Source: an optimization exercise on an open RTL-to-GDS flow (aim: small area). Production flows keep margins and buffers that such runs may drop.
No functional check of the RTL was part of any run shown here.
No activity file was given, so power comes from the tool's default toggle rates.

==> flow/design.v <==
module flash_bus_controller (
	input 	i_clk,
	input 	i_rst,
	output 			o_busy,
	input 	[3:0] 		i_operation,
	input 	[1:0]		i_chip,
	input 	[14:0]		i_length,
	input 			i_start,
	input 	[159:0]		i_sb_addr,
	input 			i_startup_done,
        output  [13:0]          o_sample_count,
        output	[3:0] 		o_chip_ready,
	output	[3:0] 		o_chip_exists,
        input [15:0] i_adc_sample_fifo_data,
        input        i_adc_sample_fifo_almost_empty,
        input        i_adc_sample_fifo_empty,
        output       o_adc_sample_fifo_re,
        input        i_adc_sample_fifo_valid,
	output [12:0] o_wr_buffer_addr,
	input  [15:0] i_wr_buffer_data,
	output [12:0] o_rd_buffer_addr,
	output [15:0] o_rd_buffer_data,
	output	      o_rd_buffer_we,
	input 	[7:0] 		  i_bus_data,
	output	[7:0]	 	  o_bus_data,
	output		 	  o_bus_data_tri_n,
	output			  o_bus_we_n,
	output			  o_bus_re_n,
	output [3:0]		  o_bus_ces_n,
	output			  o_bus_cle,
	output			  o_bus_ale
);
	localparam	CMD_READID		= 8'h90;
	localparam	CMD_RESET		= 8'hFF;
	localparam	CMD_BLOCKERASE0		= 8'h60;
	localparam	CMD_BLOCKERASE1		= 8'hD0;
	localparam	CMD_WRITEPAGE0		= 8'h80;
	localparam	CMD_WRITEPAGE1		= 8'h10;
	localparam	CMD_READ_MODE		= 8'h00;
	localparam	CMD_READPAGE0		= 8'h00;
	localparam	CMD_READPAGE1		= 8'h30;
	localparam 	CMD_READ_PARAMPAGE	= 8'hEC;
	localparam 	CMD_STATUS		= 8'h70;
	localparam 	CMD_SETFEATURES		= 8'hEF;
	localparam OP_READSTATUS 		= 0;
	localparam OP_JUSTREADSTATUS 		= 1;
	localparam OP_RESET 			= 2;
	localparam OP_SET_TIMING_MODE		= 3;
	localparam OP_STARTREAD 		= 4;
	localparam OP_COMPLETEREAD 		= 5;
	localparam OP_PROGRAM 			= 6;
	localparam OP_ERASE 			= 7;
	localparam OP_READID 			= 8;
	localparam OP_READPARAM 		= 9;
	localparam OP_CHECK_EXISTS      	= 10;
	localparam OP_READ_ADC_SAMPLES      	= 11;
	localparam DELAY_tWP 			= 2;
	localparam DELAY_tRP 			= 2;
        localparam DELAY_STATE_SEND_COMMAND 	= 6;
        localparam DELAY_STATE_SEND_ADDRESS 	= 6;
        localparam DELAY_STATE_READ_DATA 	= 6;
        localparam DELAY_STATE_WRITE_DATA 	= 6;
        localparam DELAY_STATE_WHR 		= 8;
        localparam DELAY_STATE_ADL 		= 9;
        localparam DELAY_STATE_RHW 		= 13;
        localparam DELAY_STATE_WB 		= 13;
	localparam DIR_OUT = 0;
	localparam DIR_IN  = 1;
        localparam STATE_RESET              = 0;
        localparam STATE_STARTUP_0          = 1;
        localparam STATE_STARTUP_1          = 2;
        localparam STATE_IDLE               = 3;
        localparam STATE_SEND_COMMAND_0     = 4;
        localparam STATE_SEND_ADDRESS       = 5;
        localparam STATE_SEND_COMMAND_1     = 6;
        localparam STATE_READ_STATUS        = 7;
        localparam STATE_DELAY_ADL          = 8;
        localparam STATE_DELAY_WHR          = 9;
        localparam STATE_DELAY_RHW          = 10;
        localparam STATE_DELAY_WB           = 11;
        localparam STATE_WRITE_DATA         = 12;
        localparam STATE_READ_DATA          = 13;
        localparam STATE_READ_ADC_SAMPLES_0 = 14;
        localparam STATE_READ_ADC_SAMPLES_1 = 15;
	reg [3:0] state_reg, state_next;
	reg [3:0] delay_reg;
	reg [3:0] chip_ready_reg, chip_ready_next;
	reg [3:0] chip_exists_reg, chip_exists_next;
	reg [3:0] op_reg, op_next;
	reg [1:0] chip_reg, chip_next;
	reg [7:0] bus_data_in_reg;
	reg	  bus_dir_reg, bus_dir_next;
	reg [7:0] bus_data_out_reg, bus_data_out_next;
	reg	  bus_we_n_reg, bus_we_n_next;
	reg	  bus_re_n_reg, bus_re_n_next;
	reg [3:0] bus_ces_n_reg, bus_ces_n_next;
	reg	  bus_cle_reg, bus_cle_next;
	reg	  bus_ale_reg, bus_ale_next;
        reg adc_sample_fifo_re_reg, adc_sample_fifo_re_next;
        reg [13:0] wr_buffer_addr_reg, wr_buffer_addr_next;
        reg [12:0] rd_buffer_addr_reg, rd_buffer_addr_next;
        reg [15:0] rd_buffer_data_reg, rd_buffer_data_next;
        reg        rd_buffer_we_reg, rd_buffer_we_next;
	reg [14:0] byte_count_reg, byte_count_next;
	reg [13:0] sample_count_reg, sample_count_next;
	reg [2:0]  addr_bytes_reg, addr_bytes_next;
        reg [1:0] chip_counter_reg, chip_counter_next;
        reg [1:0] startup_op_reg, startup_op_next;
        reg       reading_status_reg, reading_status_next;
        wire [3:0] chip_decode_n = ~(4'h1 << chip_reg);
	reg delay_done;
	always @* begin
		case (state_reg)
			STATE_SEND_COMMAND_0, STATE_SEND_COMMAND_1: delay_done = (delay_reg == DELAY_STATE_SEND_COMMAND-1);
			STATE_SEND_ADDRESS:                         delay_done = (delay_reg == DELAY_STATE_SEND_ADDRESS-1);
			STATE_READ_STATUS, STATE_READ_DATA:         delay_done = (delay_reg == DELAY_STATE_READ_DATA-1);
			STATE_DELAY_WHR:                            delay_done = (delay_reg == DELAY_STATE_WHR-1);
			STATE_DELAY_ADL:                            delay_done = (delay_reg == DELAY_STATE_ADL-1);
			STATE_DELAY_RHW:                            delay_done = (delay_reg == DELAY_STATE_RHW-1);
			STATE_DELAY_WB:                             delay_done = (delay_reg == DELAY_STATE_WB-1);
			STATE_WRITE_DATA:                           delay_done = (delay_reg == DELAY_STATE_WRITE_DATA-1);
			default:                                    delay_done = 1'b1;
		endcase
	end
	wire [39:0] op_addr = i_sb_addr[40*chip_reg +: 40];
	reg  [7:0]  addr_byte;
	always @* begin
		case (addr_bytes_reg)
			3'd5:    addr_byte = op_addr[7:0];
			3'd4:    addr_byte = op_addr[15:8];
			3'd3:    addr_byte = op_addr[23:16];
			3'd2:    addr_byte = op_addr[31:24];
			default: addr_byte = op_addr[39:32];
		endcase
	end
	always @(posedge i_clk or posedge i_rst) begin
		if (i_rst) begin
			state_reg <= STATE_RESET;
			delay_reg <= 0;
                        chip_ready_reg <= 0;
                        chip_exists_reg <= 0;
			op_reg <= 0;
			chip_reg <= 0;
			byte_count_reg <= 0;
			sample_count_reg <= 0;
			addr_bytes_reg <= 0;
			bus_data_in_reg <= 0;
			bus_dir_reg <= DIR_OUT;
			bus_data_out_reg <= 0;
			bus_we_n_reg <= 1;
			bus_re_n_reg <= 1;
			bus_ces_n_reg <= 0;
			bus_cle_reg <= 0;
			bus_ale_reg <= 0;
		        adc_sample_fifo_re_reg <= 0;
                        wr_buffer_addr_reg <= 0;
		        rd_buffer_addr_reg <= 0;
		        rd_buffer_data_reg <= 0;
		        rd_buffer_we_reg <= 0;
                        chip_counter_reg <= 0;
                        startup_op_reg <= 0;
                        reading_status_reg <= 0;
                end else begin
			state_reg <= state_next;
			delay_reg <= (state_reg == STATE_RESET || state_reg == STATE_STARTUP_0 || state_reg == STATE_STARTUP_1 ||
			              state_reg == STATE_IDLE || state_reg == STATE_READ_ADC_SAMPLES_0 ||
			              state_reg == STATE_READ_ADC_SAMPLES_1 || delay_done) ? 4'd0 : delay_reg + 4'd1;
                        chip_ready_reg <= chip_ready_next;
                        chip_exists_reg <= chip_exists_next;
			op_reg <= op_next;
			chip_reg <= chip_next;
			byte_count_reg <= byte_count_next;
			sample_count_reg <= sample_count_next;
			addr_bytes_reg <= addr_bytes_next;
			bus_data_in_reg <= i_bus_data;
			bus_data_out_reg <= bus_data_out_next;
			bus_dir_reg <= bus_dir_next;
			bus_we_n_reg <= bus_we_n_next;
			bus_re_n_reg <= bus_re_n_next;
			bus_ces_n_reg <= bus_ces_n_next;
			bus_cle_reg <= bus_cle_next;
			bus_ale_reg <= bus_ale_next;
		        adc_sample_fifo_re_reg <= adc_sample_fifo_re_next;
		        wr_buffer_addr_reg <= wr_buffer_addr_next;
		        rd_buffer_addr_reg <= rd_buffer_addr_next;
		        rd_buffer_data_reg <= rd_buffer_data_next;
		        rd_buffer_we_reg <= rd_buffer_we_next;
                        chip_counter_reg <= chip_counter_next;
                        startup_op_reg <= startup_op_next;
                        reading_status_reg <= reading_status_next;
                end
	end
	assign o_busy = (state_reg != STATE_IDLE);
	always @* begin
		state_next = state_reg;
                chip_ready_next = chip_ready_reg;
                chip_exists_next = chip_exists_reg;
                op_next = op_reg;
		chip_next = chip_reg;
                byte_count_next = byte_count_reg;
                sample_count_next = sample_count_reg;
		addr_bytes_next = addr_bytes_reg;
                adc_sample_fifo_re_next = 1'b0;
                wr_buffer_addr_next = wr_buffer_addr_reg;
                rd_buffer_addr_next[2:0] = (rd_buffer_we_reg) ? rd_buffer_addr_reg[2:0] - 3'd1 : rd_buffer_addr_reg[2:0];
                rd_buffer_addr_next[12:3] = (rd_buffer_we_reg && (rd_buffer_addr_reg[2:0] == 3'd0)) ? rd_buffer_addr_reg[12:3] + 10'd1 : rd_buffer_addr_reg[12:3];
		rd_buffer_data_next[15:8] = (!byte_count_reg[0]) ? bus_data_in_reg : rd_buffer_data_reg[15:8];
		rd_buffer_data_next[7:0] = (byte_count_reg[0]) ? bus_data_in_reg : rd_buffer_data_reg[7:0];
		rd_buffer_we_next = 1'b0;
                chip_counter_next = chip_counter_reg;
                startup_op_next = startup_op_reg;
                reading_status_next = reading_status_reg;
		case (state_reg)
                        STATE_RESET: begin
                            if (i_startup_done) begin
                                chip_ready_next = 4'hF;
                                chip_exists_next = 0;
                                chip_counter_next = 0;
                                startup_op_next = 0;
                                state_next = STATE_STARTUP_0;
                            end
			end
                        STATE_STARTUP_0: begin
                            if (startup_op_reg == 2'd3) begin
                                state_next = STATE_IDLE;
                            end else if (chip_ready_reg[chip_counter_reg]) begin
                                reading_status_next = 0;
                                state_next = STATE_STARTUP_1;
                            end else begin
                                reading_status_next = 1;
                                chip_next = chip_counter_reg;
                                op_next = (reading_status_reg) ? OP_JUSTREADSTATUS : OP_READSTATUS;
                                state_next = (reading_status_reg) ? STATE_READ_STATUS : STATE_SEND_COMMAND_0;
                            end
                        end
                        STATE_STARTUP_1: begin
                            op_next = (startup_op_reg == 2'd0) ? OP_RESET           :
                                      (startup_op_reg == 2'd1) ? OP_SET_TIMING_MODE : OP_CHECK_EXISTS;
                            chip_next = chip_counter_reg;
                            chip_counter_next = chip_counter_reg + 1;
                            startup_op_next = (chip_counter_reg == 2'd3) ? startup_op_reg + 2'd1 : startup_op_reg;
                            state_next = STATE_SEND_COMMAND_0;
                        end
			STATE_IDLE: begin
                            op_next = i_operation;
                            chip_next = i_chip;
                            rd_buffer_addr_next = 13'd7;
                            wr_buffer_addr_next = 14'd15;
                            if (i_start) begin
                                byte_count_next = i_length;
                                state_next = (i_operation == OP_JUSTREADSTATUS)   ? STATE_READ_STATUS        :
                                             (i_operation == OP_READ_ADC_SAMPLES) ? STATE_READ_ADC_SAMPLES_0 : STATE_SEND_COMMAND_0;
                            end
			end
                        STATE_SEND_COMMAND_0: begin
                            addr_bytes_next = (op_reg == OP_SET_TIMING_MODE) ? 3'd1 :
                                              (op_reg == OP_READID)          ? 3'd1 :
                                              (op_reg == OP_CHECK_EXISTS)    ? 3'd1 :
                                              (op_reg == OP_ERASE)           ? 3'd3 :
                                              (op_reg == OP_READPARAM)       ? 3'd1 : 3'd5;
                            if (op_reg == OP_RESET)
                                chip_ready_next[chip_reg] = 1'b0;
                            if (delay_done) begin
                                state_next = (op_reg == OP_READSTATUS)   ? STATE_DELAY_WHR    :
                                             (op_reg == OP_RESET)        ? STATE_DELAY_WB     :
                                             (op_reg == OP_COMPLETEREAD) ? STATE_DELAY_WHR    : STATE_SEND_ADDRESS;
                            end
                        end
                        STATE_SEND_ADDRESS: begin
                            if (op_reg == OP_READPARAM)
                                chip_ready_next[chip_reg] = 1'b0;
                            if (delay_done) begin
				if (addr_bytes_reg == 3'd1) begin
                                    state_next = (op_reg == OP_PROGRAM)         ? STATE_DELAY_ADL :
                                                 (op_reg == OP_SET_TIMING_MODE) ? STATE_DELAY_ADL :
                                                 (op_reg == OP_READPARAM)       ? STATE_DELAY_WB  :
                                                 (op_reg == OP_READID)          ? STATE_DELAY_WHR :
                                                 (op_reg == OP_CHECK_EXISTS)    ? STATE_DELAY_WHR : STATE_SEND_COMMAND_1;
				end else begin
                                    addr_bytes_next = addr_bytes_reg - 3'd1;
				end
                            end
			end
                        STATE_SEND_COMMAND_1: begin
                            if ((op_reg == OP_ERASE) || (op_reg == OP_STARTREAD))
                                chip_ready_next[chip_reg] = 1'b0;
                            if (delay_done) begin
                               state_next = (op_reg == OP_ERASE)     ? STATE_DELAY_WB :
                                            (op_reg == OP_PROGRAM)   ? STATE_DELAY_WB :
                                            (op_reg == OP_STARTREAD) ? STATE_DELAY_WB : STATE_IDLE;
                            end
                        end
                        STATE_DELAY_WHR: begin
                            if ((op_reg == OP_READID) || (op_reg == OP_CHECK_EXISTS))
                                byte_count_next = 15'd6;
                            if (delay_done) begin
                                state_next = (op_reg == OP_READSTATUS)   ? STATE_READ_STATUS :
                                             (op_reg == OP_READID)       ? STATE_READ_DATA   :
                                             (op_reg == OP_CHECK_EXISTS) ? STATE_READ_DATA   :
                                             (op_reg == OP_COMPLETEREAD) ? STATE_READ_DATA   : STATE_IDLE;
                            end
                        end
			STATE_READ_STATUS: begin
                            if (delay_done) begin
                                chip_ready_next[chip_reg] = bus_data_in_reg[6];
                                state_next = STATE_DELAY_RHW;
                            end
			end
                        STATE_DELAY_ADL: begin
                            if (delay_done) begin
                                wr_buffer_addr_next[3:0] = wr_buffer_addr_reg[3:0] - 4'd1;
                                wr_buffer_addr_next[13:4] = (wr_buffer_addr_reg[3:0] == 4'd0) ? wr_buffer_addr_reg[13:4] + 10'd1 : wr_buffer_addr_reg[13:4];
                                state_next = STATE_WRITE_DATA;
                                if (op_reg == OP_SET_TIMING_MODE)
                                    byte_count_next = 15'd4;
                            end
                        end
                        STATE_DELAY_RHW, STATE_DELAY_WB: begin
                            if (delay_done)
                                state_next = (startup_op_reg != 2'd3) ? STATE_STARTUP_0 : STATE_IDLE;
                        end
                        STATE_WRITE_DATA: begin
                            chip_ready_next[chip_reg] = 1'b0;
                            if (delay_done) begin
                                wr_buffer_addr_next[3:0] = wr_buffer_addr_reg[3:0] - 4'd1;
                                wr_buffer_addr_next[13:4] = (wr_buffer_addr_reg[3:0] == 4'd0) ? wr_buffer_addr_reg[13:4] + 10'd1 : wr_buffer_addr_reg[13:4];
                                byte_count_next = byte_count_reg - 15'd1;
                                if (byte_count_reg == 15'd1) begin
                                    state_next = (op_reg == OP_PROGRAM)         ? STATE_SEND_COMMAND_1 :
                                                 (op_reg == OP_SET_TIMING_MODE) ? STATE_DELAY_WB       : STATE_IDLE;
                                end
                            end
                        end
			STATE_READ_DATA: begin
                            if (delay_done) begin
                                rd_buffer_we_next = (op_reg == OP_CHECK_EXISTS) ? 1'b0 : byte_count_reg[0];
                                if (((op_reg == OP_READID) || (op_reg == OP_CHECK_EXISTS)) && (byte_count_reg == 15'd5) && (bus_data_in_reg != 8'd0))
                                    chip_exists_next[chip_reg] = 1'b1;
                                byte_count_next = byte_count_reg - 15'd1;
                                if (byte_count_reg == 15'd1)
                                    state_next = STATE_DELAY_RHW;
                            end
                        end
			STATE_READ_ADC_SAMPLES_0: begin
                            if (i_adc_sample_fifo_empty) begin
                                sample_count_next = 0;
                                state_next = STATE_READ_ADC_SAMPLES_1;
                            end else if (adc_sample_fifo_re_reg && i_adc_sample_fifo_valid) begin
                                rd_buffer_data_next = i_adc_sample_fifo_data;
                                rd_buffer_we_next = 1'b1;
                                sample_count_next = sample_count_reg + 14'd1;
                                if (i_adc_sample_fifo_almost_empty)
                                    state_next = STATE_READ_ADC_SAMPLES_1;
                                else
                                    adc_sample_fifo_re_next = 1'b1;
                            end else begin
                                sample_count_next = 0;
                                adc_sample_fifo_re_next = 1'b1;
                            end
                        end
			STATE_READ_ADC_SAMPLES_1: begin
                            rd_buffer_data_next = 16'hFFFF;
                            rd_buffer_we_next = 1'b1;
                            sample_count_next = sample_count_reg + 14'd1;
                            state_next = STATE_IDLE;
                        end
			default: ;
		endcase
	end
        wire [7:0] wr_buffer_data_out_byte = (byte_count_reg[0]) ? i_wr_buffer_data[7:0] : i_wr_buffer_data[15:8];
        always @* begin
	    case (state_reg)
                STATE_RESET, STATE_STARTUP_0, STATE_STARTUP_1, STATE_IDLE, STATE_DELAY_WB, STATE_DELAY_RHW, STATE_READ_ADC_SAMPLES_0, STATE_READ_ADC_SAMPLES_1: begin
                    bus_dir_next = DIR_IN;
                    bus_data_out_next = 8'h0;
                    bus_we_n_next = 1;
                    bus_re_n_next = 1;
                    bus_ces_n_next = 4'hF;
                    bus_cle_next = 0;
                    bus_ale_next = 0;
                end
                STATE_SEND_COMMAND_0: begin
                    bus_dir_next = DIR_OUT;
                    bus_data_out_next = (op_reg == OP_READSTATUS)      ? CMD_STATUS         :
                                        (op_reg == OP_RESET)           ? CMD_RESET          :
                                        (op_reg == OP_READID)          ? CMD_READID         :
                                        (op_reg == OP_CHECK_EXISTS)    ? CMD_READID         :
                                        (op_reg == OP_READPARAM)       ? CMD_READ_PARAMPAGE :
                                        (op_reg == OP_PROGRAM)         ? CMD_WRITEPAGE0     :
                                        (op_reg == OP_STARTREAD)       ? CMD_READPAGE0      :
                                        (op_reg == OP_COMPLETEREAD)    ? CMD_READ_MODE      :
                                        (op_reg == OP_ERASE)           ? CMD_BLOCKERASE0    :
                                        (op_reg == OP_SET_TIMING_MODE) ? CMD_SETFEATURES    : 8'h00;
                    bus_we_n_next = (delay_reg < DELAY_tWP) ? 0 : 1;
                    bus_re_n_next = 1;
                    bus_ces_n_next = chip_decode_n;
                    bus_cle_next = 1;
                    bus_ale_next = 0;
                end
                STATE_SEND_COMMAND_1: begin
                    bus_dir_next = DIR_OUT;
                    bus_data_out_next = (op_reg == OP_STARTREAD)    ? CMD_READPAGE1   :
                                        (op_reg == OP_PROGRAM)      ? CMD_WRITEPAGE1  :
                                        (op_reg == OP_ERASE)        ? CMD_BLOCKERASE1 : 8'h00;
                    bus_we_n_next = (delay_reg < DELAY_tWP) ? 0 : 1;
                    bus_re_n_next = 1;
                    bus_ces_n_next = chip_decode_n;
                    bus_cle_next = 1;
                    bus_ale_next = 0;
                end
                STATE_SEND_ADDRESS: begin
                    bus_dir_next = DIR_OUT;
                    bus_data_out_next = (op_reg == OP_SET_TIMING_MODE) ? 8'h01 :
                                        ((op_reg == OP_READID) || (op_reg == OP_CHECK_EXISTS) || (op_reg == OP_READPARAM)) ? 8'h00 :
                                        addr_byte;
                    bus_we_n_next = (delay_reg < DELAY_tWP) ? 0 : 1;
                    bus_re_n_next = 1;
                    bus_ces_n_next = chip_decode_n;
                    bus_cle_next = 0;
                    bus_ale_next = 1;
                end
                STATE_READ_STATUS, STATE_READ_DATA: begin
                    bus_dir_next = DIR_IN;
                    bus_data_out_next = 8'h00;
                    bus_we_n_next = 1;
                    bus_re_n_next = (delay_reg < DELAY_tRP) ? 0 : 1;
                    bus_ces_n_next = chip_decode_n;
                    bus_cle_next = 0;
                    bus_ale_next = 0;
                end
                STATE_WRITE_DATA: begin
                    bus_dir_next = DIR_OUT;
                    bus_data_out_next = (op_reg == OP_SET_TIMING_MODE) ? ((byte_count_reg == 15'd4) ? 8'h04 : 8'h00) : wr_buffer_data_out_byte;
                    bus_we_n_next = (delay_reg < DELAY_tWP) ? 0 : 1;
                    bus_re_n_next = 1;
                    bus_ces_n_next = chip_decode_n;
                    bus_cle_next = 0;
                    bus_ale_next = 0;
                end
                default: begin
                    bus_dir_next = DIR_IN;
                    bus_data_out_next = 8'h0;
                    bus_we_n_next = 1;
                    bus_re_n_next = 1;
                    bus_ces_n_next = chip_decode_n;
                    bus_cle_next = 0;
                    bus_ale_next = 0;
                end
            endcase
        end
	assign o_sample_count = sample_count_reg;
        assign o_adc_sample_fifo_re = adc_sample_fifo_re_reg;
        assign o_bus_data 	= bus_data_out_reg;
	assign o_bus_data_tri_n = bus_dir_reg;
	assign o_bus_we_n 	= bus_we_n_reg;
	assign o_bus_re_n 	= bus_re_n_reg;
	assign o_bus_ces_n 	= bus_ces_n_reg;
	assign o_bus_cle 	= bus_cle_reg;
	assign o_bus_ale 	= bus_ale_reg;
        assign o_chip_ready = chip_ready_reg;
        assign o_chip_exists = chip_exists_reg;
        assign o_wr_buffer_addr = wr_buffer_addr_reg[13:1];
        assign o_rd_buffer_addr = rd_buffer_addr_reg;
        assign o_rd_buffer_data = rd_buffer_data_reg;
        assign o_rd_buffer_we = rd_buffer_we_reg;
endmodule
module flash_bus_sm (
	input 	i_clk,
	input 	i_rst,
        input i_recording_en,
        output o_top_bus_active,
        input i_disp_cmd_req,
        output o_disp_cmd_ack,
        input [71:0] i_disp_cmd_data,
        output o_disp_rsp_req,
        input i_disp_rsp_ack,
        input i_disp_rsp_listening,
        output [25:0] o_disp_rsp_data,
        output [3:0] o_disp_chip_active,
        output o_disp_wr_buffer_rsvd,
        output o_disp_rd_buffer_rsvd,
	output	[31:0]	o_cyclecount_sum,
	input	    	i_cyclecount_reset,
	input	[7:0]	i_cyclecount_start,
	input	[7:0]	i_cyclecount_end,
        output o_adc_master_record,
	input 			i_ctrl_busy,
	output reg [3:0]	o_ctrl_operation,
	output     [1:0]	o_ctrl_chip,
	output     [14:0]	o_ctrl_length,
	output reg		o_ctrl_start,
	output     [159:0]	o_sb_addr,
	output			o_startup_done,
	input      [13:0]	i_sample_count,
	input      [3:0]	i_ctrl_chip_ready
);
	localparam OP_READSTATUS 		= 0;
	localparam OP_JUSTREADSTATUS 		= 1;
	localparam OP_RESET 			= 2;
	localparam OP_SET_TIMING_MODE		= 3;
	localparam OP_STARTREAD 		= 4;
	localparam OP_COMPLETEREAD 		= 5;
	localparam OP_PROGRAM 			= 6;
	localparam OP_ERASE 			= 7;
	localparam OP_READID 			= 8;
	localparam OP_READPARAM 		= 9;
	localparam OP_READ_ADC_SAMPLES		= 11;
	localparam CS_READ_START_PENDING = 1;
	localparam CS_READ_DATA_PENDING  = 2;
	localparam CS_READ_DATA_DONE	 = 3;
	localparam CS_WRITE_DATA_PENDING = 4;
	localparam CS_WRITE_DATA_ONBUS   = 5;
	localparam CS_WRITE_DATA_DONE    = 6;
	localparam CS_ERASE_PENDING      = 7;
	localparam CS_ERASE_ONBUS        = 8;
	localparam CS_ERASE_DONE         = 9;
	localparam CS_READID_0           = 10;
	localparam CS_READID_1           = 11;
	localparam CS_READPARAM_0        = 12;
	localparam CS_READPARAM_1        = 13;
	localparam CS_READPARAM_2        = 14;
	localparam CS_SETTIMINGMODE_0    = 15;
	localparam CS_SETTIMINGMODE_1    = 16;
	localparam CS_RESET_0            = 17;
	localparam CS_RESET_1            = 18;
	localparam CS_GET_ADC_SAMPLES_0  = 19;
	localparam CS_GET_ADC_SAMPLES_1  = 20;
	localparam STATE_IDLE 		      = 0;
	localparam STATE_NEW_RQST_0	      = 1;
	localparam STATE_GET_NEXT_OP_0 	      = 2;
	localparam STATE_GET_NEXT_OP_1 	      = 3;
        localparam STATE_WAIT_FOR_CONTROLLER  = 5;
        localparam STATE_CHECK_FOR_CHIP_READY = 6;
	localparam STATE_DO_BUS_OP	      = 7;
	localparam STATE_NEW_RSLT_0	      = 8;
	localparam STATE_NEW_RSLT_1	      = 9;
	localparam STATE_SWITCH_CHIPS	      = 10;
	reg [3:0]  state_reg;
	reg [31:0] sys_cycle_count_reg;
	reg [31:0] op_cycle_count_reg;
	reg        recording_reg;
	reg        new_cmd_ack_reg;
	reg        new_rsp_req_reg;
	reg [17:0] new_rsp_data_reg;
	reg [3:0]  chip_active_reg;
	reg        wr_buffer_rsvd_reg;
	reg        rd_buffer_rsvd_reg;
	reg [1:0]  curr_chip_reg;
	reg [1:0]  new_chip_reg;
	reg        new_rd_reg, new_wr_reg;
	reg [39:0] sb_addr  [0:3];
	reg [7:0]  sb_tag   [0:3];
	reg [9:0]  sb_len   [0:3];
	reg [4:0]  sb_state [0:3];
	reg [3:0]  sb_srs;
	reg [31:0] sb_cc    [0:3];
	reg [3:0]  sb_cc_valid;		 
	reg [31:0] cc_pend;		 
	reg [1:0]  cc_pend_chip;
	reg [2:0]  nq_age;		 
	reg [2:0]  do_age;		 
	reg [1:0]  do_chip;
	reg [1:0]  rd_a0, rd_a1, rd_a2;	 
	wire [1:0] c = curr_chip_reg;
	wire [7:0] rd_tag   = sb_tag[c];
	wire [9:0] rd_len   = sb_len[c];
	wire [4:0] rd_state = sb_state[c];
	wire       rd_srs   = sb_srs[c];
	wire        nq_state  = (state_reg == STATE_NEW_RQST_0);
	wire [1:0]  cc_addr   = nq_state ? rd_a2 : c;
	wire [31:0] cc_rd     = sb_cc_valid[cc_addr] ? sb_cc[cc_addr] : 32'd0;
	wire        nq_commit = nq_age[2] | (nq_age[1] & nq_state);
	wire        do_commit = do_age[2];
	wire [2:0] new_op   = i_disp_cmd_data[48:46];
	wire [1:0] new_chip = i_disp_cmd_data[41:40];
	reg  [4:0] new_state;
	always @* begin
		case (new_op)
			3'd0: new_state = CS_WRITE_DATA_PENDING;
			3'd1: new_state = CS_READ_START_PENDING;
			3'd2: new_state = CS_ERASE_PENDING;
			3'd3: new_state = CS_READID_0;
			3'd4: new_state = CS_READPARAM_0;
			3'd5: new_state = CS_RESET_0;
			3'd6: new_state = CS_SETTIMINGMODE_0;
			default: new_state = CS_GET_ADC_SAMPLES_0;
		endcase
	end
	wire st_adc   = (rd_state == CS_GET_ADC_SAMPLES_0) || (rd_state == CS_GET_ADC_SAMPLES_1);
	wire st_prog  = (rd_state == CS_WRITE_DATA_PENDING) || (rd_state == CS_WRITE_DATA_ONBUS) || (rd_state == CS_WRITE_DATA_DONE);
	wire st_rdbuf = (rd_state == CS_READ_START_PENDING) || (rd_state == CS_READ_DATA_PENDING) || (rd_state == CS_READ_DATA_DONE) ||
	                (rd_state == CS_READID_0) || (rd_state == CS_READID_1) ||
	                (rd_state == CS_READPARAM_0) || (rd_state == CS_READPARAM_1) || (rd_state == CS_READPARAM_2) || st_adc;
	reg st_send, st_onbus, st_done;
	reg [3:0] st_op;
	always @* begin
		st_send = 1'b0; st_onbus = 1'b0; st_done = 1'b0; st_op = 4'd0;
		case (rd_state)
			CS_READ_START_PENDING: begin st_send = 1'b1; st_op = OP_STARTREAD; end
			CS_READ_DATA_PENDING:  begin st_send = 1'b1; st_op = OP_COMPLETEREAD; end
			CS_WRITE_DATA_PENDING: begin st_send = 1'b1; st_op = OP_PROGRAM; end
			CS_ERASE_PENDING:      begin st_send = 1'b1; st_op = OP_ERASE; end
			CS_READID_0:           begin st_send = 1'b1; st_op = OP_READID; end
			CS_READPARAM_0:        begin st_send = 1'b1; st_op = OP_READPARAM; end
			CS_READPARAM_1:        begin st_send = 1'b1; st_op = OP_COMPLETEREAD; end
			CS_SETTIMINGMODE_0:    begin st_send = 1'b1; st_op = OP_SET_TIMING_MODE; end
			CS_RESET_0:            begin st_send = 1'b1; st_op = OP_RESET; end
			CS_GET_ADC_SAMPLES_0:  begin st_send = 1'b1; st_op = OP_READ_ADC_SAMPLES; end
			CS_WRITE_DATA_ONBUS, CS_ERASE_ONBUS: st_onbus = 1'b1;
			CS_READ_DATA_DONE, CS_WRITE_DATA_DONE, CS_ERASE_DONE, CS_READID_1, CS_READPARAM_2,
			CS_SETTIMINGMODE_1, CS_RESET_1, CS_GET_ADC_SAMPLES_1: st_done = 1'b1;
			default: ;
		endcase
	end
	wire in_idle  = (state_reg == STATE_IDLE);
	wire in_nq    = (state_reg == STATE_NEW_RQST_0);
	wire in_do    = (state_reg == STATE_DO_BUS_OP);
	wire in_check = (state_reg == STATE_CHECK_FOR_CHIP_READY);
	wire chip_rdy = i_ctrl_chip_ready[c];
	wire cs_match = (i_cyclecount_start[4:0] != 5'd0) && (i_cyclecount_start[4:0] == rd_state);
	wire ce_match = (i_cyclecount_end[4:0] != 5'd0) && (i_cyclecount_end[4:0] == rd_state);
	wire we_new   = in_idle && i_disp_cmd_req;
	wire we_state = in_do && (st_send || st_onbus);
	wire we_srs   = in_check && !chip_rdy;
	wire we_cc_do = we_state && cs_match;
	integer k;
	always @(posedge i_clk) begin
		for (k = 0; k < 4; k = k + 1) begin
			if (we_new && new_chip == k) begin
				sb_addr[k] <= i_disp_cmd_data[39:0];
				sb_tag[k]  <= i_disp_cmd_data[71:64];
				sb_len[k]  <= i_disp_cmd_data[63:54];
			end
			if (we_new && new_chip == k)
				sb_state[k] <= new_state;
			else if (we_state && c == k)
				sb_state[k] <= rd_state + 5'd1;
			if (we_new && new_chip == k)
				sb_srs[k] <= 1'b0;
			else if (we_srs && c == k)
				sb_srs[k] <= 1'b1;
			if (nq_commit && cc_pend_chip == k)
				sb_cc[k] <= cc_pend;
			else if (do_commit && do_chip == k)
				sb_cc[k] <= sys_cycle_count_reg - 32'd3;
		end
		if (in_nq) begin
			cc_pend <= cc_rd;
			cc_pend_chip <= new_chip_reg;
		end
		if (we_cc_do)
			do_chip <= c;
		rd_a0 <= in_nq ? new_chip_reg : c;
		rd_a1 <= rd_a0;
		rd_a2 <= rd_a1;
	end
	always @(posedge i_clk or posedge i_rst) begin
		if (i_rst) begin
			sb_cc_valid <= 4'd0;
			nq_age <= 3'd0;
			do_age <= 3'd0;
		end else begin
			nq_age <= {nq_age[1] & ~in_nq, nq_age[0] & ~in_nq, in_nq};
			do_age <= {do_age[1:0], we_cc_do};
			for (k = 0; k < 4; k = k + 1)
				if ((nq_commit && cc_pend_chip == k) || (do_commit && do_chip == k))
					sb_cc_valid[k] <= 1'b1;
		end
	end
	always @(posedge i_clk or posedge i_rst) begin
		if (i_rst) begin
			state_reg <= STATE_IDLE;
			sys_cycle_count_reg <= 0;
			op_cycle_count_reg <= 0;
			recording_reg <= 0;
			new_cmd_ack_reg <= 0;
			new_rsp_req_reg <= 0;
			new_rsp_data_reg <= 0;
			chip_active_reg <= 0;
			wr_buffer_rsvd_reg <= 0;
			rd_buffer_rsvd_reg <= 0;
			curr_chip_reg <= 0;
			new_chip_reg <= 0;
			new_rd_reg <= 0;
			new_wr_reg <= 0;
		end else begin
			sys_cycle_count_reg <= sys_cycle_count_reg + 32'd1;
			new_cmd_ack_reg <= 1'b0;
			if (!i_recording_en)
				recording_reg <= 1'b0;
			if (i_cyclecount_reset)
				op_cycle_count_reg <= 0;
			case (state_reg)
				STATE_IDLE: begin
					new_chip_reg <= new_chip;
					new_rd_reg <= (new_op == 3'd1) || (new_op == 3'd3) || (new_op == 3'd4) || (new_op == 3'd7);
					new_wr_reg <= (new_op == 3'd0);
					if (i_disp_cmd_req) begin
						new_cmd_ack_reg <= 1'b1;
						state_reg <= STATE_NEW_RQST_0;
					end else if (chip_active_reg[c]) begin
						state_reg <= STATE_GET_NEXT_OP_0;
					end else begin
						curr_chip_reg <= c + 2'd1;
					end
				end
				STATE_NEW_RQST_0: begin
					chip_active_reg[new_chip_reg] <= 1'b1;
					if (new_rd_reg) rd_buffer_rsvd_reg <= 1'b1;
					if (new_wr_reg) wr_buffer_rsvd_reg <= 1'b1;
					state_reg <= STATE_IDLE;
				end
				STATE_GET_NEXT_OP_0: state_reg <= STATE_GET_NEXT_OP_1;
				STATE_GET_NEXT_OP_1: state_reg <= STATE_WAIT_FOR_CONTROLLER;
				STATE_WAIT_FOR_CONTROLLER: begin
					if (!i_ctrl_busy)
						state_reg <= st_adc ? STATE_DO_BUS_OP : STATE_CHECK_FOR_CHIP_READY;
				end
				STATE_CHECK_FOR_CHIP_READY: begin
					state_reg <= chip_rdy ? STATE_DO_BUS_OP : STATE_SWITCH_CHIPS;
				end
				STATE_DO_BUS_OP: begin
					if (i_cyclecount_start[4:0] == 5'd0)
						recording_reg <= 1'b0;
					else if (cs_match && i_recording_en)
						recording_reg <= 1'b1;
					if (i_cyclecount_end[4:0] == 5'd0)
						recording_reg <= 1'b0;
					else if (ce_match) begin
						op_cycle_count_reg <= op_cycle_count_reg + (sys_cycle_count_reg - cc_rd);
						recording_reg <= 1'b0;
					end
					if (st_send || st_onbus)
						state_reg <= STATE_SWITCH_CHIPS;
					else if (st_done)
						state_reg <= STATE_NEW_RSLT_0;
				end
				STATE_SWITCH_CHIPS: begin
					curr_chip_reg <= c + 2'd1;
					state_reg <= STATE_IDLE;
				end
				STATE_NEW_RSLT_0: begin
					new_rsp_req_reg <= 1'b1;
					if (st_adc)
						new_rsp_data_reg <= {rd_tag, i_sample_count[13:4] + {9'd0, (i_sample_count[3:0] != 4'd0)}};
					else
						new_rsp_data_reg <= {rd_tag, rd_len};
					state_reg <= STATE_NEW_RSLT_1;
				end
				STATE_NEW_RSLT_1: begin
					if (i_disp_rsp_ack) begin
						chip_active_reg[c] <= 1'b0;
						if (st_rdbuf) rd_buffer_rsvd_reg <= 1'b0;
						if (st_prog) wr_buffer_rsvd_reg <= 1'b0;
						new_rsp_req_reg <= 1'b0;
						state_reg <= STATE_SWITCH_CHIPS;
					end
				end
				default: ;
			endcase
		end
	end
	always @* begin
		o_ctrl_operation = 4'd0;
		o_ctrl_start = 1'b0;
		if (in_check && !chip_rdy) begin
			o_ctrl_operation = rd_srs ? OP_JUSTREADSTATUS : OP_READSTATUS;
			o_ctrl_start = 1'b1;
		end else if (in_do && st_send) begin
			o_ctrl_operation = st_op;
			o_ctrl_start = 1'b1;
		end
	end
	assign o_ctrl_chip = c;
	assign o_ctrl_length = {rd_len, 5'd0};
	assign o_sb_addr = {sb_addr[3], sb_addr[2], sb_addr[1], sb_addr[0]};
	assign o_startup_done = (sys_cycle_count_reg == 32'd124999);
	assign o_cyclecount_sum = op_cycle_count_reg;
        assign o_disp_cmd_ack = new_cmd_ack_reg;
        assign o_disp_rsp_req = new_rsp_req_reg;
        assign o_disp_rsp_data = i_disp_rsp_listening ? {new_rsp_data_reg, 8'd0} : 26'd0;
        assign o_disp_chip_active = chip_active_reg;
        assign o_disp_wr_buffer_rsvd = wr_buffer_rsvd_reg;
        assign o_disp_rd_buffer_rsvd = rd_buffer_rsvd_reg;
        assign o_top_bus_active = |chip_active_reg;
        assign o_adc_master_record = recording_reg;
endmodule
module flash_bus #(
	parameter NUM_OF_CHIPS 			= 4,
	parameter CMD_FIFO_DATA_WIDTH 	= 72,
	parameter WR_FIFO_DATA_WIDTH 	= 128,
	parameter RD_FIFO_DATA_WIDTH 	= 136,
	parameter RSLT_FIFO_DATA_WIDTH 	= 26,
	parameter PERIOD 				= 8,
	parameter PAGE_SIZE_WIDTH		= 15
 )
 (
	input 	i_clk,
	input 	i_rst,
        output o_top_bus_active,
        input i_recording_en,
        input i_disp_cmd_req,
        output o_disp_cmd_ack,
        input [CMD_FIFO_DATA_WIDTH-1:0] i_disp_cmd_data,
        output o_disp_rsp_req,
        input i_disp_rsp_ack,
        input i_disp_rsp_listening,
        output [RSLT_FIFO_DATA_WIDTH-1:0] o_disp_rsp_data,
        output [NUM_OF_CHIPS-1:0] o_disp_chip_active,
        output o_disp_wr_buffer_rsvd,
        output o_disp_rd_buffer_rsvd,
        input [15:0] i_adc_sample_fifo_data,
        input        i_adc_sample_fifo_almost_empty,
        input        i_adc_sample_fifo_empty,
        output       o_adc_sample_fifo_re,
        input        i_adc_sample_fifo_valid,
        output [12:0] o_wr_buffer_addr,
        input  [15:0] i_wr_buffer_data,
        output [12:0] o_rd_buffer_addr,
        output [15:0] o_rd_buffer_data,
        output        o_rd_buffer_we,
	output	[0:31]						o_cyclecount_sum,
	input								i_cyclecount_reset,
	input	[0:7]						i_cyclecount_start,
	input	[0:7]						i_cyclecount_end,
        output o_adc_master_record,
	input 	[7:0] 						i_bus_data,
	output 	[7:0]	 					o_bus_data,
	output		 						o_bus_data_tri_n,
	output 								o_bus_we_n,
	output 								o_bus_re_n,
	output [NUM_OF_CHIPS-1:0] 					o_bus_ces_n,
	output 								o_bus_cle,
	output 								o_bus_ale,
        output [NUM_OF_CHIPS-1:0] o_chip_exists
 );
	wire		ctrl_busy;
	wire [3:0]	ctrl_operation;
	wire [1:0]	ctrl_chip;
	wire [14:0]	ctrl_length;
	wire		ctrl_start;
	wire [13:0]	ctrl_sample_count;
	wire [159:0]	sb_addr;
	wire		startup_done;
	wire [3:0]	chip_ready;
	flash_bus_sm busSM (
		.i_clk(i_clk),
		.i_rst(i_rst),
                .o_top_bus_active(o_top_bus_active),
                .i_recording_en(i_recording_en),
                .i_disp_cmd_req(i_disp_cmd_req),
                .o_disp_cmd_ack(o_disp_cmd_ack),
                .i_disp_cmd_data(i_disp_cmd_data),
                .o_disp_rsp_req(o_disp_rsp_req),
                .i_disp_rsp_ack(i_disp_rsp_ack),
                .i_disp_rsp_listening(i_disp_rsp_listening),
                .o_disp_rsp_data(o_disp_rsp_data),
                .o_disp_chip_active(o_disp_chip_active),
                .o_disp_wr_buffer_rsvd(o_disp_wr_buffer_rsvd),
                .o_disp_rd_buffer_rsvd(o_disp_rd_buffer_rsvd),
		.o_cyclecount_sum(o_cyclecount_sum),
		.i_cyclecount_reset(i_cyclecount_reset),
		.i_cyclecount_start(i_cyclecount_start),
		.i_cyclecount_end(i_cyclecount_end),
                .o_adc_master_record(o_adc_master_record),
		.i_ctrl_busy(ctrl_busy),
		.o_ctrl_operation(ctrl_operation),
		.o_ctrl_chip(ctrl_chip),
		.o_ctrl_length(ctrl_length),
		.o_ctrl_start(ctrl_start),
		.o_sb_addr(sb_addr),
		.o_startup_done(startup_done),
                .i_sample_count(ctrl_sample_count),
		.i_ctrl_chip_ready(chip_ready)
	);
	flash_bus_controller busController (
		.i_clk(i_clk),
		.i_rst(i_rst),
		.o_busy(ctrl_busy),
		.i_operation(ctrl_operation),
		.i_chip(ctrl_chip),
		.i_length(ctrl_length),
		.i_start(ctrl_start),
		.i_sb_addr(sb_addr),
		.i_startup_done(startup_done),
		.o_sample_count(ctrl_sample_count),
		.o_chip_ready(chip_ready),
		.o_chip_exists(o_chip_exists),
                .i_adc_sample_fifo_data(i_adc_sample_fifo_data),
                .i_adc_sample_fifo_almost_empty(i_adc_sample_fifo_almost_empty),
                .i_adc_sample_fifo_empty(i_adc_sample_fifo_empty),
                .o_adc_sample_fifo_re(o_adc_sample_fifo_re),
                .i_adc_sample_fifo_valid(i_adc_sample_fifo_valid),
		.o_wr_buffer_addr(o_wr_buffer_addr),
		.i_wr_buffer_data(i_wr_buffer_data),
		.o_rd_buffer_addr(o_rd_buffer_addr),
		.o_rd_buffer_data(o_rd_buffer_data),
		.o_rd_buffer_we(o_rd_buffer_we),
		.i_bus_data(i_bus_data),
		.o_bus_data(o_bus_data),
		.o_bus_data_tri_n(o_bus_data_tri_n),
		.o_bus_we_n(o_bus_we_n),
		.o_bus_re_n(o_bus_re_n),
		.o_bus_ces_n(o_bus_ces_n),
		.o_bus_cle(o_bus_cle),
		.o_bus_ale(o_bus_ale)
	);
endmodule
==> flow/flow/run.sh <==
#!/bin/bash
# Layout flow: the standard flow (standard synthesis, floorplan, power grid,
# placement, CTS, routing) with two changes that only affect buffering:
#  - the input and output ports get sky130_fd_sc_hd__buf_1 port buffers instead
#    of the default clkdlybuf4s50_1;
#  - clock tree synthesis uses clkbuf_4/clkbuf_8 and inserts no dummy loads.
# The full make output goes to flow_make.log in the work folder; each ORFS
# step also keeps its own log under orfs/logs/.
set -euo pipefail
bash standard.sh \
  "BUFFER_PORTS_ARGS=-buffer_cell sky130_fd_sc_hd__buf_1" \
  "CTS_ARGS=-sink_clustering_enable -repair_clock_nets -dont_use_dummy_load -buf_list {sky130_fd_sc_hd__clkbuf_4 sky130_fd_sc_hd__clkbuf_8}" \
  finish > flow_make.log 2>&1
==> flow/standard.sh <==
#!/bin/bash
# synth_recipe.tcl (not shown) runs the flow's synth.tcl, then flattens the netlist and writes it again
# the make line also repeats each setting of config.mk as NAME=value (left out here)
make -C /OpenROAD-flow-scripts/flow DESIGN_CONFIG=/design/flow/config.mk WORK_HOME=/design/flow/orfs CLKGATE_MAP_FILE= SYNTH_SCRIPT=/design/flow/synth_recipe.tcl "${@:-finish}"
==> flow/config.mk <==
export PLATFORM = sky130hd
export DESIGN_NAME = flash_bus
export DESIGN_NICKNAME = flash_bus
export VERILOG_FILES = /design/flow/design.v
export SDC_FILE = /design/flow/constraint.sdc
export NUM_CORES = 4
export LEC_CHECK = 0
export CAP_MARGIN = 20
export CORE_MARGIN = 2
export CORE_UTILIZATION = 40
export SLEW_MARGIN = 20
==> flow/constraint.sdc <==
create_clock -name core_clock -period 8.0 [get_ports {i_clk}]
set_input_delay 1.6000 -clock core_clock [delete_from_list [all_inputs] [get_ports {i_clk}]]
set_output_delay 1.6000 -clock core_clock [all_outputs]
set_load 0.01 [all_outputs]
==> results of run 1 <==
where the power goes:
part,total (uW),switching [uW],internal [uW]
Clock,2490,1240,1240
Sequential,4460,242,4210
Combinational,3910,2430,1490
worst paths after layout:
path                                                startpoint  slack [ns]                                               end
worst max-delay path            busSM.state_reg[1]$_DFFE_PP0P_        1.45            busSM.op_cycle_count_reg[31]$_DFF_PP0_
worst min-delay path                    busSM.rd_a0[1]$_DFF_P_        0.32                            busSM.rd_a1[1]$_DFF_P_
worst max register to register  busSM.state_reg[1]$_DFFE_PP0P_        1.45            busSM.op_cycle_count_reg[31]$_DFF_PP0_
worst min register to register          busSM.rd_a0[1]$_DFF_P_        0.32                            busSM.rd_a1[1]$_DFF_P_
max in group asynchronous                                i_rst        5.69          busController.bus_ces_n_reg[1]$_DFF_PP0_
min in group asynchronous                                i_rst        0.97  busController.wr_buffer_addr_reg[11]$_DFFE_PP0P_
worst max-delay path: stages, from the launching register on:
cell and delay (ns):
dfrtp_1 0.49, nor2_1 0.33, nand2_1 0.18, inv_2 0.32, buf_4 0.59, a21oi_4 0.12
mux4_2 0.78, nand3_1 0.36, fa_1 0.55, ha_1 0.39, a21oi_1 0.17, o21ai_0 0.09
a21oi_1 0.47, a21o_1 0.25, a31oi_1 0.23, a211oi_1 0.40, o31ai_1 0.15, xor2_1 0.18
o211ai_1 0.17, o31ai_1 0.09
cells by family after synthesis:
| group | after synthesis | share of synthesized area [%] |
|---|---|---|
| XOR/XNOR | 142 | 3.76 |
| AND/OR/NAND/NOR | 889 | 12.7 |
| multiplexers | 144 | 7.32 |
| AO/OA/AOI/OAI | 594 | 10.7 |
| buffers and inverters | 339 | 4.19 |
| other | 1 | 0.0113 |
| flip-flops | 666 | 56.5 |
| adder cells (fa/ha/maj) | 108 | 4.79 |
final cells by class:
| class | count | area [um2] | share of cell area [%] |
|---|---|---|---|
| clock buffers | 114 | 1570 | 4.28 |
| flip-flops and latches | 666 | 18700 | 51.1 |
| repair buffers | 286 | 1230 | 3.37 |
| well taps | 1070 | 1340 | 3.66 |
| diodes | 1 | 2.50 | 0.00683 |
| multi-input cells | 1885 | 13100 | 35.8 |
| inverters | 176 | 669 | 1.83 |
cells in the final DEF (no fill, tap or decap), types with 35 or more instances in the layout:
cell type / count
a21oi_1: 233
and2_1: 60
buf_1: 247
buf_4: 38
clkbuf_8: 114
dfrtp_1: 236
edfxtp_1: 416
ha_1: 77
inv_1: 166
mux2i_1: 37
mux4_2: 74
nand2_1: 213
nand3_1: 58
nand3b_1: 37
nor2_1: 329
nor3_1: 42
o21ai_0: 142
o21ai_1: 35
xnor2_1: 96
xor2_1: 46
per-stage QoR:
stage               power, uW  utilization [%]  instance area (um2)  std cells
floorplan                7340                -                33100       2890
global placement         8420             42.8                35100       4083
detailed placement       8440             42.8                35100       4083
CTS                     11000             44.7                36600       4197
global route            11600             44.7                36600       4198
finish                  10900             44.7                36600       4198
metal layers:
metal  up-vias  GRT usage, %
li1      10760             -
met5         -             0
met4         0          5.59
met1     11195          26.7
met2       602          34.0
met3       146          2.91
==> results_dict.tcl, run 1 <==
set metrics [dict create \
    status "finished clean" \
    hold_depth 0 \
    die_h_um 292 \
    fmaxAchievable_mhz 153 \
    synth.avg_cell_area_um2 11.5 \
    drt-total-wl_um 85200 \
    dp_hpwl_um 55500 \
    cts_tree "built" \
    port_buffers 247 \
    route.met2.wl_um 42200 \
    synth_common_cells "edfxtp_1, nor2_1, dfrtp_1" \
    syn_inst 2883 \
    drv_cap 0 \
    clock_latency_ns 0.76 \
    finalHoldViolCount 0 \
    clk_pin_slew_worst_paths_ns 0.05 \
    hold_buffers 0 \
    yosys.area.top_type "edfxtp_1" \
    dp_slack_ns 1.44 \
    fin_skew_ns 0.130 \
    syn_area_um2 33100 \
    rows 105 \
    worst_slack_ns 1.45 \
    met1_length_um 36400 \
    cts.repair.resized 0 \
    setup_tns_ns 0 \
    cp-start-kind "flip-flop" \
    rsz0062_at_grt "no" \
    gp_congestion 0.856 \
    post_drt_wl_per_cell_um 20.3 \
    yosysUniqueCellTypes 88 \
    ant_nets 0 \
    max-slew-margin-rel_pct 22.4 \
    route.detailed.drc 0 \
    grt_pass1_wl_um 132000 \
    avgViaCountPerCell 5.41 \
    async_flop_share_pct 36.0 \
    critPathArrivalTime_ns 7.03 \
    irDropWorstVdd_uv 298 \
    num_vias 22703 \
    cts_made_buffers 114 \
    synth-edff-count 416 \
    clock_path_buffers 3 \
    largest_register_ffs 160 \
    critPathCaptureType "flip-flop" \
    fin_hold_ws_ns 0.325 \
    synthTopCellsByArea "edfxtp_1, dfrtp_1, mux4_2" \
    synth_top_area_share_pct 37.8 \
    dr.pass1.iters 5 \
    postCtsSetupRepairBufs 0 \
    first_global_vias 22561 \
    reg2reg_depth 19 \
    synth-main-ff-cell "edfxtp_1" \
    top_regs "busSM.sb_addr: 160 flops, busSM.sb_cc: 128 flops, busSM.sb_len: 40 flops" \
    syn2layout_area_growth_pct 10.7 \
    yosysWarnings 7 \
    grt_max_degree 154 \
    drive_above_1_share_pct 9.95 \
    fp.dieW_um 292 \
    p_per_area_nw_per_um2 296 \
    ios 271 \
    met3WireLength_um 4620 \
    finalMaxSlewViolations 0 \
    drt_iter0_drc 1688 \
    leakage_uw 0.0139 \
    min_period_ns 6.55 \
    core-area_um2 82000 \
    nFillCells 7764 \
    critPathMaxFanout 32 \
    seq_area_frac_synth_pct 56.5 \
    cp_data_required_time_ns 8.49 \
    min_path_type "reg2reg" \
    h-tree-depth 3 \
    timing.final.crit_share_pct 81.8 \
    top_layer_used "met4" \
    grt_overflow_total 0 \
    grt_usage_pct 20.0 \
    yosysMostFrequentCell "edfxtp_1" \
    worst_pin_slew_ns 1.16 \
    ys_ff_latch 666 \
    clkSinkCount 666 \
    num-nets-final 3375 \
    root_buffer "clkbuf_8" \
    regMostFlops "busSM.sb_addr" \
    setup_violations 0 \
    crit_type "reg2reg" \
    antenna_found_initial 2 \
    dieArea_um2 85000 \
    start_util_pct 40.3 \
]
==> inputs of run 2 (changes only) <==
--- a/flow/design.v
+++ b/flow/design.v
@@ -122,17 +122,25 @@
 			default:                                    delay_done = 1'b1;
 		endcase
 	end
-	wire [39:0] op_addr = i_sb_addr[40*chip_reg +: 40];
-	reg  [7:0]  addr_byte;
+	wire [3:0] addr_chip_sel = 4'h1 << chip_reg;
+	reg  [4:0] addr_byte_sel;
 	always @* begin
 		case (addr_bytes_reg)
-			3'd5:    addr_byte = op_addr[7:0];
-			3'd4:    addr_byte = op_addr[15:8];
-			3'd3:    addr_byte = op_addr[23:16];
-			3'd2:    addr_byte = op_addr[31:24];
-			default: addr_byte = op_addr[39:32];
+			3'd5:    addr_byte_sel = 5'b00001;
+			3'd4:    addr_byte_sel = 5'b00010;
+			3'd3:    addr_byte_sel = 5'b00100;
+			3'd2:    addr_byte_sel = 5'b01000;
+			default: addr_byte_sel = 5'b10000;
 		endcase
 	end
+	reg  [7:0] addr_byte;
+	integer ci, bi;
+	always @* begin
+		addr_byte = 8'd0;
+		for (ci = 0; ci < 4; ci = ci + 1)
+			for (bi = 0; bi < 5; bi = bi + 1)
+				addr_byte = addr_byte | ({8{addr_chip_sel[ci] & addr_byte_sel[bi]}} & i_sb_addr[40*ci + 8*bi +: 8]);
+	end
 	always @(posedge i_clk or posedge i_rst) begin
 		if (i_rst) begin
 			state_reg <= STATE_RESET;
@@ -557,9 +565,7 @@
 	reg [3:0]  sb_cc_valid;		 
 	reg [31:0] cc_pend;		 
 	reg [1:0]  cc_pend_chip;
-	reg [2:0]  nq_age;		 
-	reg [2:0]  do_age;		 
-	reg [1:0]  do_chip;
+	reg [2:0]  cc_age;		 
 	reg [1:0]  rd_a0, rd_a1, rd_a2;	 
 	wire [1:0] c = curr_chip_reg;
 	wire [7:0] rd_tag   = sb_tag[c];
@@ -569,8 +575,6 @@
 	wire        nq_state  = (state_reg == STATE_NEW_RQST_0);
 	wire [1:0]  cc_addr   = nq_state ? rd_a2 : c;
 	wire [31:0] cc_rd     = sb_cc_valid[cc_addr] ? sb_cc[cc_addr] : 32'd0;
-	wire        nq_commit = nq_age[2] | (nq_age[1] & nq_state);
-	wire        do_commit = do_age[2];
 	wire [2:0] new_op   = i_disp_cmd_data[48:46];
 	wire [1:0] new_chip = i_disp_cmd_data[41:40];
 	reg  [4:0] new_state;
@@ -623,6 +627,8 @@
 	wire we_state = in_do && (st_send || st_onbus);
 	wire we_srs   = in_check && !chip_rdy;
 	wire we_cc_do = we_state && cs_match;
+	wire cc_load   = in_nq | we_cc_do;	 
+	wire cc_commit = cc_age[2] | (cc_age[1] & cc_load);
 	integer k;
 	always @(posedge i_clk) begin
 		for (k = 0; k < 4; k = k + 1) begin
@@ -639,17 +645,13 @@
 				sb_srs[k] <= 1'b0;
 			else if (we_srs && c == k)
 				sb_srs[k] <= 1'b1;
-			if (nq_commit && cc_pend_chip == k)
+			if (cc_commit && cc_pend_chip == k)
 				sb_cc[k] <= cc_pend;
-			else if (do_commit && do_chip == k)
-				sb_cc[k] <= sys_cycle_count_reg - 32'd3;
 		end
-		if (in_nq) begin
-			cc_pend <= cc_rd;
-			cc_pend_chip <= new_chip_reg;
+		if (cc_load) begin
+			cc_pend <= in_nq ? cc_rd : sys_cycle_count_reg;
+			cc_pend_chip <= in_nq ? new_chip_reg : c;
 		end
-		if (we_cc_do)
-			do_chip <= c;
 		rd_a0 <= in_nq ? new_chip_reg : c;
 		rd_a1 <= rd_a0;
 		rd_a2 <= rd_a1;
@@ -657,13 +659,11 @@
 	always @(posedge i_clk or posedge i_rst) begin
 		if (i_rst) begin
 			sb_cc_valid <= 4'd0;
-			nq_age <= 3'd0;
-			do_age <= 3'd0;
+			cc_age <= 3'd0;
 		end else begin
-			nq_age <= {nq_age[1] & ~in_nq, nq_age[0] & ~in_nq, in_nq};
-			do_age <= {do_age[1:0], we_cc_do};
+			cc_age <= {cc_age[1] & ~cc_load, cc_age[0] & ~cc_load, cc_load};
 			for (k = 0; k < 4; k = k + 1)
-				if ((nq_commit && cc_pend_chip == k) || (do_commit && do_chip == k))
+				if (cc_commit && cc_pend_chip == k)
 					sb_cc_valid[k] <= 1'b1;
 		end
 	end
==> flow/flow/run.sh (replaced) <==
#!/bin/bash
# Layout flow: the standard flow (standard synthesis netlist structure and
# registers, floorplan, power grid, placement, CTS, routing) with changes that
# only affect how the combinational logic is mapped and buffered:
#  - ABC maps the combinational logic with an area-oriented script
#    (flow/abc_area.script) instead of ORFS's delay-oriented one; the
#    registers Yosys creates are the same;
#  - the input and output ports get sky130_fd_sc_hd__buf_1 port buffers
#    instead of the default clkdlybuf4s50_1;
#  - clock tree synthesis uses smaller clock buffers and no dummy loads.
# The full make output goes to flow_make.log in the work folder; each ORFS step
# also keeps its own log under orfs/logs/.
set -euo pipefail
WORK=$(pwd)
SCRIPTS="$WORK/orfs_scripts"
rm -rf "$SCRIPTS"
cp -r "$FLOW_HOME/scripts" "$SCRIPTS"
if [[ -f flow/abc_area.script ]]; then
  cp flow/abc_area.script "$SCRIPTS/abc_speed.script"
fi
bash standard.sh \
  "SCRIPTS_DIR=$SCRIPTS" \
  "BUFFER_PORTS_ARGS=-buffer_cell sky130_fd_sc_hd__buf_1" \
  "CTS_ARGS=-sink_clustering_enable -repair_clock_nets -dont_use_dummy_load -buf_list sky130_fd_sc_hd__clkbuf_4" \
  finish > flow_make.log 2>&1
==> flow/flow/abc_area.script (new file) <==
&get -n
&st
&dch
&nf
&st
&syn2
&if -g -K 6
&synch2
&nf
&st
&syn2
&if -g -K 6
&synch2
&nf
&st
&dch -f
&nf -p -a
&put
topo
dnsize -c
==> results_dict.tcl, run 2 <==
set metrics [dict create \
    cts_tree "built" \
    critPathArrivalTime_ns 8.04 \
    ios 271 \
    largest_register_ffs 160 \
    leakage_uw 0.0124 \
    cpMaxStageDelayCell "nor3b_2" \
    yosysUniqueCellTypes 65 \
    max-slew-margin-rel_pct 26.9 \
    fin_util_pct 45.6 \
    yosys.area.top_type "edfxtp_1" \
    antenna_found_initial 11 \
    grt_pass1_wl_um 127000 \
    top_regs "busSM.sb_addr: 160 flops, busSM.sb_cc: 128 flops, busSM.sb_len: 40 flops" \
    die_h_um 279 \
    slowest_delay_ns 0.75 \
    postCtsSetupRepairBufs 0 \
    fin_hold_ws_ns 0.321 \
    core-area_um2 74600 \
    final_cell_mix "edfxtp_1, nor2_1, nand2_1, buf_1, a21oi_1" \
    place_area_um2 32600 \
    setup_tns_ns 0 \
    ys_ff_latch 661 \
    fp.dieW_um 279 \
    crit_buf_inv 2 \
    synth.avg_cell_area_um2 11.6 \
    stdcell_count 4027 \
    setup_violations 0 \
    timing.final.crit_share_pct 89.5 \
    clk_pin_slew_worst_paths_ns 0.06 \
    clkSinkCount 661 \
    yosysMostFrequentCell "edfxtp_1" \
    cts.repair.resized 0 \
    grt_usage_pct 21.2 \
    hold_buffers 0 \
    fmaxAchievable_mhz 140 \
    h-tree-depth 4 \
    finalHoldViolCount 0 \
    fin_skew_ns 0.153 \
    rrSetupSlack_ns 0.84 \
    crit_family "compound AO/OA/AOI/OAI gates" \
    finalMaxSlewViolations 0 \
    ant_nets 0 \
    synth_top_area_share_pct 41.1 \
    root_buffer "clkbuf_4" \
    critPathMaxFanout 64 \
    async_flop_share_pct 35.9 \
    port_buffers 247 \
    synthTopCellsByArea "edfxtp_1, dfrtp_1, a21oi_1" \
    rsz0062_at_grt "no" \
    irDropWorstVdd_uv 164 \
    dr.pass1.iters 6 \
    dp_cells 3844 \
    seq_area_frac_synth_pct 61.4 \
    worstPathCellList "or2_0 -> nor3b_2 -> nand2_1 -> nand2_1 -> buf_4 -> o21ai_0 -> nor2_1 -> o21a_1 -> fa_1 -> clkinv_1 -> ha_1 -> a21o_1 -> o211ai_1 -> a32oi_1 -> a31o_1 -> a211o_1 -> a221o_1 -> a21bo_1 -> a41oi_1 -> nor3b_1 -> or4_1 -> nand4_1 -> and2_0" \
    min_path_type "reg2reg" \
    route.detailed.drc 0 \
    min_period_ns 7.16 \
    synth-edff-count 414 \
    dp_hpwl_um 54600 \
    post_drt_wl_per_cell_um 20.3 \
    regMostFlops "busSM.sb_addr" \
    syn2layout_area_growth_pct 12.5 \
    gp_congestion 0.905 \
    status "finished clean" \
    num_vias 22528 \
    cp-start-kind "flip-flop" \
    drt-total-wl_um 81900 \
    critPathCaptureType "flip-flop" \
    drv_cap 0 \
    num-nets-final 3300 \
    grt_max_degree 127 \
    synth_common_cells "edfxtp_1, nor2_1, nand2_1" \
    p_per_area_nw_per_um2 297 \
    grt_overflow_total 0 \
    final_cell_area_um2 34000 \
    syn_area_um2 30200 \
    cpMostUsedCell "nand2_1" \
    synth-main-ff-cell "edfxtp_1" \
    syn_inst 2602 \
    clock_latency_ns 1.09 \
    first_global_vias 22822 \
    start_util_pct 40.5 \
    worst_pin_slew_ns 1.10 \
    cts_made_buffers 178 \
    yosysWarnings 7 \
    avgViaCountPerCell 5.59 \
    dieArea_um2 77800 \
    clock_path_buffers 3 \
    drive_above_1_share_pct 8.06 \
    crit_type "reg2reg" \
    cp_data_required_time_ns 8.89 \
    rows 100 \
    layout_commonest_cell "edfxtp_1" \
    drt_iter0_drc 1714 \
]
-- run 2: cell types whose count changed after synthesis, moves of 33 or more --
cell,change
and2_1,-60
o21a_1,+33
mux4_2,-69
xnor2_1,-35
o21ai_1,-35
nand2_1,+44
clkinv_1,+164
clkbuf_1,-105
nor2_1,-62
inv_1,-171
and2_0,+33
o21ai_0,+36
-- run 2: layout make-up --
class,count,area [um2]
multi-input cells,1762,11000
well taps,969,1210
fillers,6999,40600
flip-flops and latches,661,18600
diodes,4,10.0
inverters,165,628
clock buffers,178,1340
repair buffers,288,1240
-- run 2: power breakdown --
part           internal, uW  switching [uW]  leakage [uW]  total (uW)
combinational          1230            2270       0.00468        3500
clock                  1000            1210      0.000819        2210
sequential             4180             206       0.00688        4380
-- run 2: path summary, 6_finish.rpt --
| kind | from | endpoint | cells after the start |
|---|---|---|---|
| setup / recovery | busSM.state_reg[1]$_DFFE_PP0P_ | busSM.op_cycle_count_reg[30]$_DFF_PP0_ | 23 |
| hold / removal | busSM.rd_a0[1]$_DFF_P_ | busSM.rd_a1[1]$_DFF_P_ | 0 |
| setup reg to reg | busSM.state_reg[1]$_DFFE_PP0P_ | busSM.op_cycle_count_reg[30]$_DFF_PP0_ | 23 |
| hold reg to reg | busSM.rd_a0[1]$_DFF_P_ | busSM.rd_a1[1]$_DFF_P_ | 0 |
| max in group asynchronous | i_rst | busController.wr_buffer_addr_reg[5]$_DFFE_PP0P_ | 3 |
| min in group asynchronous | i_rst | busSM.new_chip_reg[0]$_DFFE_PP0N_ | 2 |
-- run 2: stage by stage --
step / setup WS [ns] / power, uW
2_1_floorplan: -0.0519 / 6930
5_1_grt: 0.334 / 10800
3_3_place_gp: 1.08 / 7860
4_1_cts: 0.903 / 10200
3_5_place_dp: 0.940 / 7950
6_report: 0.841 / 10100
-- run 2: cells by family after synthesis --
group	after synthesis	synth area share (%)
and+or+nand+nor	848	12.8
AOI/OAI and AO/OA	670	13.9
DFF	661	61.4
buffers and inverters	186	2.57
adders and majority gates	106	5.16
xor gates and xnor gates	91	2.64
muxes	39	1.51
other	1	0.0124
-- run 2: metal layers --
metal / up-vias / part of all wire (%) / global-route usage, % / wire length, um
li1: 10527 / - / - / -
met1: 10965 / 41 / 26.7 / 33600
met2: 855 / 49 / 35.2 / 39800
met3: 173 / 7.3 / 4.81 / 6010
met4: 8 / 3.0 / 8.85 / 2420
met5: - / 0.070 / 0 / 57
-- run 2: worst register-to-register path: stages (launching register included) --
cell	delay, ns
dfrtp_1	0.55
or2_0	0.40
nor3b_2	0.75
nand2_1	0.15
nand2_1	0.14
buf_4	0.57
o21ai_0	0.18
nor2_1	0.13
o21a_1	0.18
fa_1	0.43
clkinv_1	0.06
ha_1	0.26
a21o_1	0.20
o211ai_1	0.24
a32oi_1	0.23
a31o_1	0.29
a211o_1	0.35
a221o_1	0.39
a21bo_1	0.26
a41oi_1	0.43
nor3b_1	0.12
or4_1	0.52
nand4_1	0.11
and2_0	0.12

re-timing with driven ports:
The flow's constraints put no driver on any port. The routed layouts listed below were extracted and timed again, unchanged, in two steps.
Step 1 (the two cells are an assumption about what drives the block):
set clk [get_ports {i_clk}]
set_driving_cell -lib_cell sky130_fd_sc_hd__clkbuf_16 $clk
set_driving_cell -lib_cell sky130_fd_sc_hd__buf_2 [delete_from_list [all_inputs] $clk]
Step 2 moves the port delays by t, midway between the first and last clock arrival at a register: inputs arrive t later, outputs are due t later. That takes back most of the time a late clock gives input paths.
a / b / c = ideal / step 1 / step 2; a / b = the first two.
run | t, ns | slack for setup (ns) | latest minus earliest clock arrival (ns)
run 1 | 0.760 | 1.453 / 1.453 / 1.453 | 0.143 / 0.143
run 2 | 1.066 | 0.841 / 0.841 / 0.841 | 0.184 / 0.184
After both steps every run listed still meets setup and hold.
